Context: an optimization exercise on an open-source flow, tuned for small area, a short achievable clock period and few clock cycles per item. The choices shown serve that exercise and are no tape-out recipe. In this exercise RTL edits were held to simulation tests only and were not proved equivalent to the original. Power figures rest on the tool's default switching activity, not on a simulated workload.

== job 8452 ==
==> flow/design.v <==
`timescale 1ns / 1ps
module top_k_priority_queue #(
    parameter int K = 8,
    parameter int EMBEDDING_DIM = 2
) (
    input  logic                                    clk,
    input  logic                                    rst_n,
    input  logic                                    push,
    output logic                                    done,
    input  logic [31:0]                             similarity,
    input  logic [31:0]                             doc_index,
    input  logic [EMBEDDING_DIM-1:0][31:0]          vector,
    output logic [K-1:0][31:0]                      topk_similarities,
    output logic [K-1:0][31:0]                      topk_indices,
    output logic [K-1:0][EMBEDDING_DIM-1:0][31:0]   topk_vectors
);
    localparam int W = 64 + 32 * EMBEDDING_DIM;    
    logic [W-1:0] entry [K];
    logic [W-1:0] item;
    logic [K-1:0] above;        
    assign item  = {vector, doc_index, similarity};
    always_ff @(posedge clk or negedge rst_n) begin
        if (!rst_n) done <= 1'b0;
        else if (push) done <= 1'b1;
    end
    for (genvar i = 0; i < K; i++) begin : g_entry
        logic [W-1:0] nxt;
        logic         sel_prev, sel_new, sel_hold;
        topk_gt32 u_cmp (.a(similarity), .b(entry[i][31:0]), .gt(above[i]));
        assign sel_hold = !(push && above[i]);
        if (i == 0) begin : g_first
            assign sel_new = push && above[i];
            topk_sel2 #(.W(W)) u_sel (
                .sel_a(sel_new),  .a(item),
                .sel_b(sel_hold), .b(entry[i]),
                .y(nxt)
            );
        end else begin : g_rest
            assign sel_prev = push && above[i-1];
            assign sel_new  = push && above[i] && !above[i-1];
            topk_sel3 #(.W(W)) u_sel (
                .sel_a(sel_prev), .a(entry[i-1]),
                .sel_b(sel_new),  .b(item),
                .sel_c(sel_hold), .c(entry[i]),
                .y(nxt)
            );
        end
        always_ff @(posedge clk or negedge rst_n) begin
            if (!rst_n) entry[i] <= '0;
            else        entry[i] <= nxt;
        end
        assign topk_similarities[i] = entry[i][31:0];
        assign topk_indices[i]      = entry[i][63:32];
        assign topk_vectors[i]      = entry[i][W-1:64];
    end
endmodule
module topk_sel3 #(
    parameter int W = 128
) (
    input  logic         sel_a,
    input  logic [W-1:0] a,
    input  logic         sel_b,
    input  logic [W-1:0] b,
    input  logic         sel_c,
    input  logic [W-1:0] c,
    output logic [W-1:0] y
);
    logic [W-1:0] ab_n, c_n;
    topk_aoi22 #(.W(W)) u_ab (.s0(sel_a), .d0(a), .s1(sel_b), .d1(b), .y_n(ab_n));
    topk_nand2 #(.W(W)) u_c  (.a({W{sel_c}}), .b(c), .y_n(c_n));
    topk_nand2 #(.W(W)) u_y  (.a(ab_n), .b(c_n), .y_n(y));
endmodule
module topk_aoi22 #(
    parameter int W = 128
) (
    input  logic         s0,
    input  logic [W-1:0] d0,
    input  logic         s1,
    input  logic [W-1:0] d1,
    output logic [W-1:0] y_n
);
    assign y_n = ~(({W{s0}} & d0) | ({W{s1}} & d1));
endmodule
module topk_nand2 #(
    parameter int W = 128
) (
    input  logic [W-1:0] a,
    input  logic [W-1:0] b,
    output logic [W-1:0] y_n
);
    assign y_n = ~(a & b);
endmodule
module topk_sel2 #(
    parameter int W = 128
) (
    input  logic         sel_a,
    input  logic [W-1:0] a,
    input  logic         sel_b,
    input  logic [W-1:0] b,
    output logic [W-1:0] y
);
    assign y = ({W{sel_a}} & a) | ({W{sel_b}} & b);
endmodule
module topk_gt32 (
    input  logic [31:0] a,
    input  logic [31:0] b,
    output logic        gt
);
    logic [31:0] b_n;
    logic [31:0] g0_n, e0_n;
    logic [15:0] g1, e1;
    logic [7:0]  g2_n, e2_n;
    logic [3:0]  g3, e3;
    logic [1:0]  g4_n, e4_n;
    assign b_n = ~b;
    topk_cmp_leaf_g u_l0_lsb (.a(a[0]), .b_n(b_n[0]), .g_n(g0_n[0]));
    assign e0_n[0] = 1'b0;
    for (genvar j = 1; j < 32; j++) begin : g_l0
        topk_cmp_leaf u (.a(a[j]), .b_n(b_n[j]), .g_n(g0_n[j]), .e_n(e0_n[j]));
    end
    topk_cmp_oai_g u_l1_lsb (.g_hi_n(g0_n[1]), .e_hi_n(e0_n[1]), .g_lo_n(g0_n[0]), .g(g1[0]));
    assign e1[0] = 1'b0;
    for (genvar j = 1; j < 16; j++) begin : g_l1
        topk_cmp_oai u (.g_hi_n(g0_n[2*j+1]), .e_hi_n(e0_n[2*j+1]),
                        .g_lo_n(g0_n[2*j]), .e_lo_n(e0_n[2*j]), .g(g1[j]), .e(e1[j]));
    end
    topk_cmp_aoi_g u_l2_lsb (.g_hi(g1[1]), .e_hi(e1[1]), .g_lo(g1[0]), .g_n(g2_n[0]));
    assign e2_n[0] = 1'b0;
    for (genvar j = 1; j < 8; j++) begin : g_l2
        topk_cmp_aoi u (.g_hi(g1[2*j+1]), .e_hi(e1[2*j+1]), .g_lo(g1[2*j]), .e_lo(e1[2*j]),
                        .g_n(g2_n[j]), .e_n(e2_n[j]));
    end
    topk_cmp_oai_g u_l3_lsb (.g_hi_n(g2_n[1]), .e_hi_n(e2_n[1]), .g_lo_n(g2_n[0]), .g(g3[0]));
    assign e3[0] = 1'b0;
    for (genvar j = 1; j < 4; j++) begin : g_l3
        topk_cmp_oai u (.g_hi_n(g2_n[2*j+1]), .e_hi_n(e2_n[2*j+1]),
                        .g_lo_n(g2_n[2*j]), .e_lo_n(e2_n[2*j]), .g(g3[j]), .e(e3[j]));
    end
    topk_cmp_aoi_g u_l4_lsb (.g_hi(g3[1]), .e_hi(e3[1]), .g_lo(g3[0]), .g_n(g4_n[0]));
    assign e4_n[0] = 1'b0;
    topk_cmp_aoi u_l4_msb (.g_hi(g3[3]), .e_hi(e3[3]), .g_lo(g3[2]), .e_lo(e3[2]),
                           .g_n(g4_n[1]), .e_n(e4_n[1]));
    assign gt = !(g4_n[1] && (e4_n[1] || g4_n[0]));
endmodule
module topk_cmp_leaf (
    input  logic a,
    input  logic b_n,
    output logic g_n,
    output logic e_n
);
    assign g_n = !(a && b_n);
    assign e_n = !(a || b_n);
endmodule
module topk_cmp_leaf_g (
    input  logic a,
    input  logic b_n,
    output logic g_n
);
    assign g_n = !(a && b_n);
endmodule
module topk_cmp_aoi_g (
    input  logic g_hi,
    input  logic e_hi,
    input  logic g_lo,
    output logic g_n
);
    assign g_n = !(g_hi || (e_hi && g_lo));
endmodule
module topk_cmp_oai_g (
    input  logic g_hi_n,
    input  logic e_hi_n,
    input  logic g_lo_n,
    output logic g
);
    assign g = !(g_hi_n && (e_hi_n || g_lo_n));
endmodule
module topk_cmp_aoi (
    input  logic g_hi,
    input  logic e_hi,
    input  logic g_lo,
    input  logic e_lo,
    output logic g_n,
    output logic e_n
);
    assign g_n = !(g_hi || (e_hi && g_lo));
    assign e_n = !(g_hi || (e_hi && e_lo));
endmodule
module topk_cmp_oai (
    input  logic g_hi_n,
    input  logic e_hi_n,
    input  logic g_lo_n,
    input  logic e_lo_n,
    output logic g,
    output logic e
);
    assign g = !(g_hi_n && (e_hi_n || g_lo_n));
    assign e = !(g_hi_n && (e_hi_n || e_lo_n));
endmodule
==> flow/config.mk <==
export PLATFORM = sky130hd
export DESIGN_NAME = top_k_priority_queue
export DESIGN_NICKNAME = top_k_priority_queue
export VERILOG_FILES = /design/flow/design.v
export SDC_FILE = /design/flow/constraint.sdc
export NUM_CORES = 4
export LEC_CHECK = 0
export CAP_MARGIN = 40
export CORE_AREA = 5 5 395 395
export CTS_CLUSTER_DIAMETER = 70
export CTS_CLUSTER_SIZE = 40
export DIE_AREA = 0 0 400 400
export PLACE_DENSITY = 0.45
export SETUP_SLACK_MARGIN = 3.9
export SLEW_MARGIN = 50
export SYNTH_HIERARCHICAL = 1
==> flow/constraint.sdc <==
create_clock -name core_clock -period 7.0 [get_ports {clk}]
set_input_delay 1.4000 -clock core_clock [delete_from_list [all_inputs] [get_ports {clk}]]
set_output_delay 1.4000 -clock core_clock [all_outputs]
set_load 0.01 [all_outputs]
standard.sh (not shown) runs the stock make flow with config.mk's settings and CLKGATE_MAP_FILE= SYNTH_SCRIPT=/design/flow/synth_recipe.tcl, a recipe that flattens the netlist after the stock synthesis.
==> flow/flow/run.sh <==
#!/bin/bash
export BUFFER_PORTS_ARGS="-buffer_cell sky130_fd_sc_hd__buf_1"
bash standard.sh > standard.log 2>&1
Testbench counts of job 8452, summed over its fixed seeds: cycles 24,008, items 24,000.
#### Input delta (job 245 over job 8452)
# job 8452
export LEC_CHECK = 0
export CAP_MARGIN = 40
export CORE_AREA = 5 5 395 395
export CTS_CLUSTER_DIAMETER = 70
export CTS_CLUSTER_SIZE = 40
export DIE_AREA = 0 0 400 400
export PLACE_DENSITY = 0.45
export SETUP_SLACK_MARGIN = 3.9
export SLEW_MARGIN = 50
export SYNTH_HIERARCHICAL = 1
create_clock -name core_clock -period 7.0 [get_ports {clk}]
# job 245
export LEC_CHECK = 0
export CAP_MARGIN = 40
export CORE_AREA = 5 5 355 355
export CTS_CLUSTER_DIAMETER = 70
export CTS_CLUSTER_SIZE = 40
export DIE_AREA = 0 0 360 360
export PLACE_DENSITY = 0.55
export SETUP_SLACK_MARGIN = 3.85
export SLEW_MARGIN = 50
export SYNTH_HIERARCHICAL = 1
create_clock -name core_clock -period 7.0 [get_ports {clk}]
Findings:
- | net count reported at finish | higher: job 8452 |
- Job 245 vs job 8452, slowest cell on the critical path: clkbuf_16 vs o21ai_4
- Area of the multi-input gates delta (job 245 -> job 8452): insignificant
- For the upper clock frequency limit, job 245 came in 0.99% lower than job 8452 did.
- Diff job 8452 -> job 245: routed wire length fell by 5.1%; worst setup slack fell by 0.031 ns; initial antenna violation count fell by 2; wire length of the first global-routing pass fell by about 3.5%.
- Summary: hold slack, job 245 better than job 8452
diff inputs: job 245 => job 877
# job 245
export LEC_CHECK = 0
export CAP_MARGIN = 40
export CORE_AREA = 5 5 355 355
export CTS_CLUSTER_DIAMETER = 70
export CTS_CLUSTER_SIZE = 40
export DIE_AREA = 0 0 360 360
export PLACE_DENSITY = 0.55
export SETUP_SLACK_MARGIN = 3.85
export SLEW_MARGIN = 50
export SYNTH_HIERARCHICAL = 1
create_clock -name core_clock -period 7.0 [get_ports {clk}]
# job 877
export LEC_CHECK = 0
export CAP_MARGIN = 40
export CORE_AREA = 5 5 355 355
export CTS_CLUSTER_DIAMETER = 70
export CTS_CLUSTER_SIZE = 40
export DIE_AREA = 0 0 360 360
export PLACE_DENSITY = 0.55
export SETUP_SLACK_MARGIN = 3.9
export SLEW_MARGIN = 50
export SYNTH_HIERARCHICAL = 1
create_clock -name core_clock -period 7.0 [get_ports {clk}]
[summary]
Diff job 877..job 245 | final-layout worst hold slack | negligible
Relative to job 245, ratio of cells with drive above 1 in the final layout increased by 0.85 points in job 877.
On sum of internal, switching and leakage power, the higher figure sits with job 877, not job 245.
Of job 877 and job 245, the higher internal power of the cells belongs to job 877.
Compared with job 245, job 877 shows detailed route wirelength on metal2 that has gone up by a few percent.
Where minimum clock period is concerned, job 245 is outperformed by job 877.
Relative to job 877, the following input files were edited for job 4751:
# job 877
export LEC_CHECK = 0
export CAP_MARGIN = 40
export CORE_AREA = 5 5 355 355
export CTS_CLUSTER_DIAMETER = 70
export CTS_CLUSTER_SIZE = 40
export DIE_AREA = 0 0 360 360
export PLACE_DENSITY = 0.55
export SETUP_SLACK_MARGIN = 3.9
export SLEW_MARGIN = 50
export SYNTH_HIERARCHICAL = 1
create_clock -name core_clock -period 7.0 [get_ports {clk}]
# job 4751
export LEC_CHECK = 0
export CAP_MARGIN = 20
export CORE_AREA = 5 5 395 395
export CTS_CLUSTER_DIAMETER = 70
export CTS_CLUSTER_SIZE = 40
export DIE_AREA = 0 0 400 400
export PLACE_DENSITY = 0.45
export SETUP_SLACK_MARGIN = 3.9
export SLEW_MARGIN = 20
export SYNTH_HIERARCHICAL = 1
create_clock -name core_clock -period 7.0 [get_ports {clk}]
[summary]
- Between job 877 and job 4751, total power of the final layout increased.
- Measured against each other, job 4751 and job 877 differ in final critical-path share of the clock period, the lower figure coming from job 877.
- Job 877 → job 4751: clock slew at the register clock pins of the worst setup and hold paths ~0 delta, combinational cell fraction of total power -0.9 points.


job 101:
top_k_priority_queue, a different RTL version from the one above (not shown whole).
Size: about 1,200 I/O pins, roughly 49,000 sq um of cells after synthesis.
export LEC_CHECK = 0
export CAP_MARGIN = 40
export CORE_AREA = 5 5 395 395
export DIE_AREA = 0 0 400 400
export PLACE_DENSITY = 0.45
export SETUP_SLACK_MARGIN = 3.9
export SLEW_MARGIN = 50
export SYNTH_HIERARCHICAL = 1
create_clock -name core_clock -period 7.0 [get_ports {clk}]
Scripts as last shown in full above: flow/flow/run.sh
Testbench counts of job 101, summed over its fixed seeds: cycles 24,008, items 24,000.
## Diff of input files: job 102 against job 101
diff --git a/flow/config.mk b/flow/config.mk
--- a/flow/config.mk
+++ b/flow/config.mk
@@ -11,3 +11,3 @@
 export PLACE_DENSITY = 0.45
-export SETUP_SLACK_MARGIN = 3.9
+export SETUP_SLACK_MARGIN = 3.8
 export SLEW_MARGIN = 50
==> notes.md <==
On job 102: minimum setup slack in the final design is 0.058 ns lower than what job 101 gave.
| power | job 102 vs job 101 | about 0.4% lower |
For met3 wire length, dividing the value from job 101 by the value from job 102 gives 1.09.
Cell count after synthesis came out exactly the same in job 102 and job 101.
Launching element of the worst setup path = similarity[1]: job 102; launching element of the worst setup path = similarity[0]: job 101
Between job 101 and job 102, the flow reports length of routed met2 wiring decreasing slightly.
Compared with job 101, in job 102 sequential share of layout area rose 0.49 points, non-clock buffer count moved down.


top_k_priority_queue, a different RTL version from the one above (not shown whole).
Size in the first run: ~5300 cells after synthesis, ~0.048 mm² of cells after synthesis.
## top_k_priority_queue
module top_k_priority_queue #(
    parameter int K = 8,
    parameter int EMBEDDING_DIM = 2
) (
    input  logic                                    clk,
    input  logic                                    rst_n,
    input  logic                                    push,
    output logic                                    done,
    input  logic [31:0]                             similarity,
    input  logic [31:0]                             doc_index,
    input  logic [EMBEDDING_DIM-1:0][31:0]          vector,
    output logic [K-1:0][31:0]                      topk_similarities,
    output logic [K-1:0][31:0]                      topk_indices,
    output logic [K-1:0][EMBEDDING_DIM-1:0][31:0]   topk_vectors
);
clock: 7.0 ns
lec_check: 0
cap_margin: 40
core_area: 5 5 355 355
cts_cluster_diameter: 70
cts_cluster_size: 40
die_area: 0 0 360 360
place_density: 0.55
setup_slack_margin: 3.7
slew_margin: 50
synth_hierarchical: 1
Scripts as last shown in full above: flow/flow/run.sh
The first run ran to the end with no violations.
Testbench counts at the start, summed over its fixed seeds: cycles 24,008, items 24,000.
Then changed:
--- a/flow/config.mk
+++ b/flow/config.mk
@@ -13,3 +13,3 @@
 export PLACE_DENSITY = 0.55
-export SETUP_SLACK_MARGIN = 3.7
+export SETUP_SLACK_MARGIN = 3.9
 export SLEW_MARGIN = 50
Effect: Flip-flop and latch count does not change. Design area came out higher by 3.5%. Utilization came out higher by 1.7 points. Clock power came out lower by about 1%.


Starting RTL as in the previous note.
==> flow/config.mk <==
export PLATFORM = sky130hd
export DESIGN_NAME = top_k_priority_queue
export DESIGN_NICKNAME = top_k_priority_queue
export VERILOG_FILES = /design/flow/design.v
export SDC_FILE = /design/flow/constraint.sdc
export NUM_CORES = 4
export LEC_CHECK = 0
export CAP_MARGIN = 40
export CORE_AREA = 5 5 355 355
export CTS_CLUSTER_DIAMETER = 70
export CTS_CLUSTER_SIZE = 40
export DIE_AREA = 0 0 360 360
export PLACE_DENSITY = 0.55
export SETUP_SLACK_MARGIN = 3.5
export SLEW_MARGIN = 50
export SYNTH_HIERARCHICAL = 1
==> flow/constraint.sdc <==
create_clock -name core_clock -period 7.0 [get_ports {clk}]
set_input_delay 1.4000 -clock core_clock [delete_from_list [all_inputs] [get_ports {clk}]]
set_output_delay 1.4000 -clock core_clock [all_outputs]
set_load 0.01 [all_outputs]
Scripts as last shown in full above: flow/flow/run.sh
Testbench counts at the start, summed over its fixed seeds: cycles 24,008, items 24,000.
Next try:
- SETUP_SLACK_MARGIN: 3.5 -> 3.95
=>
- The changed run went through all stages and came out clean
- utilization came out higher by 3.0 points
- wire length came out higher by 10%
- sequential cell count does not change
Next try:
- SETUP_SLACK_MARGIN: 3.95 -> 3.8
After rerunning: Cell area came out lower by about 5%. Worst hold slack gets better by 4.0 ps. Routed wire length came out lower by 7.5%. Clock skew is higher by 11 ps. Non-clock buffer count falls by 35. Core utilization shrinks by 2.4 points. Die area stays the same. Clock power rises by about 0.8%. Sequential share of layout area grows by 2.1 points.

[what the ideal ports hide]
The results above use ideal ports. As a check the final layouts listed here were re-extracted and re-timed, cells and wires unchanged. Step 1 assumes that a clkbuf_16 drives the clock port and a buf_2 every other input. Step 2, shift: input delay + t, output delay - t, t = (earliest + latest rising clock arrival at the registers) / 2. This alone moves slack from input paths to output paths. Three values: ideal, step 1, step 2; two values: the first two.
| run | shift t [ns] | setup slack, ns | hold WS [ns] | worst register clock-pin slew, ns | worst slew at a driven data input, ns |
|---|---|---|---|---|---|
| job 8452 | 0.822 | 3.871 / 3.843 / 3.021 | 0.465 / 0.465 / 0.465 | 0.11 / 0.11 | 0.22 |
| job 245 | 0.760 | 3.839 / 3.851 / 3.129 | 0.470 / 0.470 / 0.470 | 0.10 / 0.10 | 0.21 |
| job 877 | 0.759 | 3.883 / 3.830 / 3.167 | 0.470 / 0.470 / 0.470 | 0.10 / 0.10 | 0.22 |
| job 4751 | 0.821 | 3.862 / 3.838 / 3.018 | 0.464 / 0.464 / 0.464 | 0.11 / 0.11 | 0.21 |
| job 101 | 0.824 | 3.874 / 3.863 / 3.066 | 0.463 / 0.463 / 0.463 | 0.07 / 0.07 | 0.22 |
| job 102 | 0.822 | 3.816 / 3.776 / 2.954 | 0.463 / 0.463 / 0.463 | 0.07 / 0.07 | 0.19 |
| the first run of note 3 | 0.744 | 3.772 / 3.823 / 3.080 | 0.470 / 0.470 / 0.470 | 0.11 / 0.11 | 0.22 |
| the second run of note 3 | 0.748 | 3.853 / 3.876 / 3.145 | 0.468 / 0.468 / 0.468 | 0.11 / 0.11 | 0.24 |
| the first run of note 4 | 0.740 | 3.532 / 3.587 / 2.847 | 0.470 / 0.470 / 0.470 | 0.11 / 0.11 | 0.21 |
| the second run of note 4 | 0.750 | 3.811 / 3.825 / 3.075 | 0.465 / 0.465 / 0.465 | 0.11 / 0.11 | 0.25 |
| the third run of note 4 | 0.741 | 3.758 / 3.806 / 3.065 | 0.469 / 0.469 / 0.469 | 0.11 / 0.11 | 0.22 |
After both steps setup and hold are still met in every run listed. For job 102, which loses most, drivers alone change the setup slack by -0.040 ns; drivers and shift together by -0.862 ns.
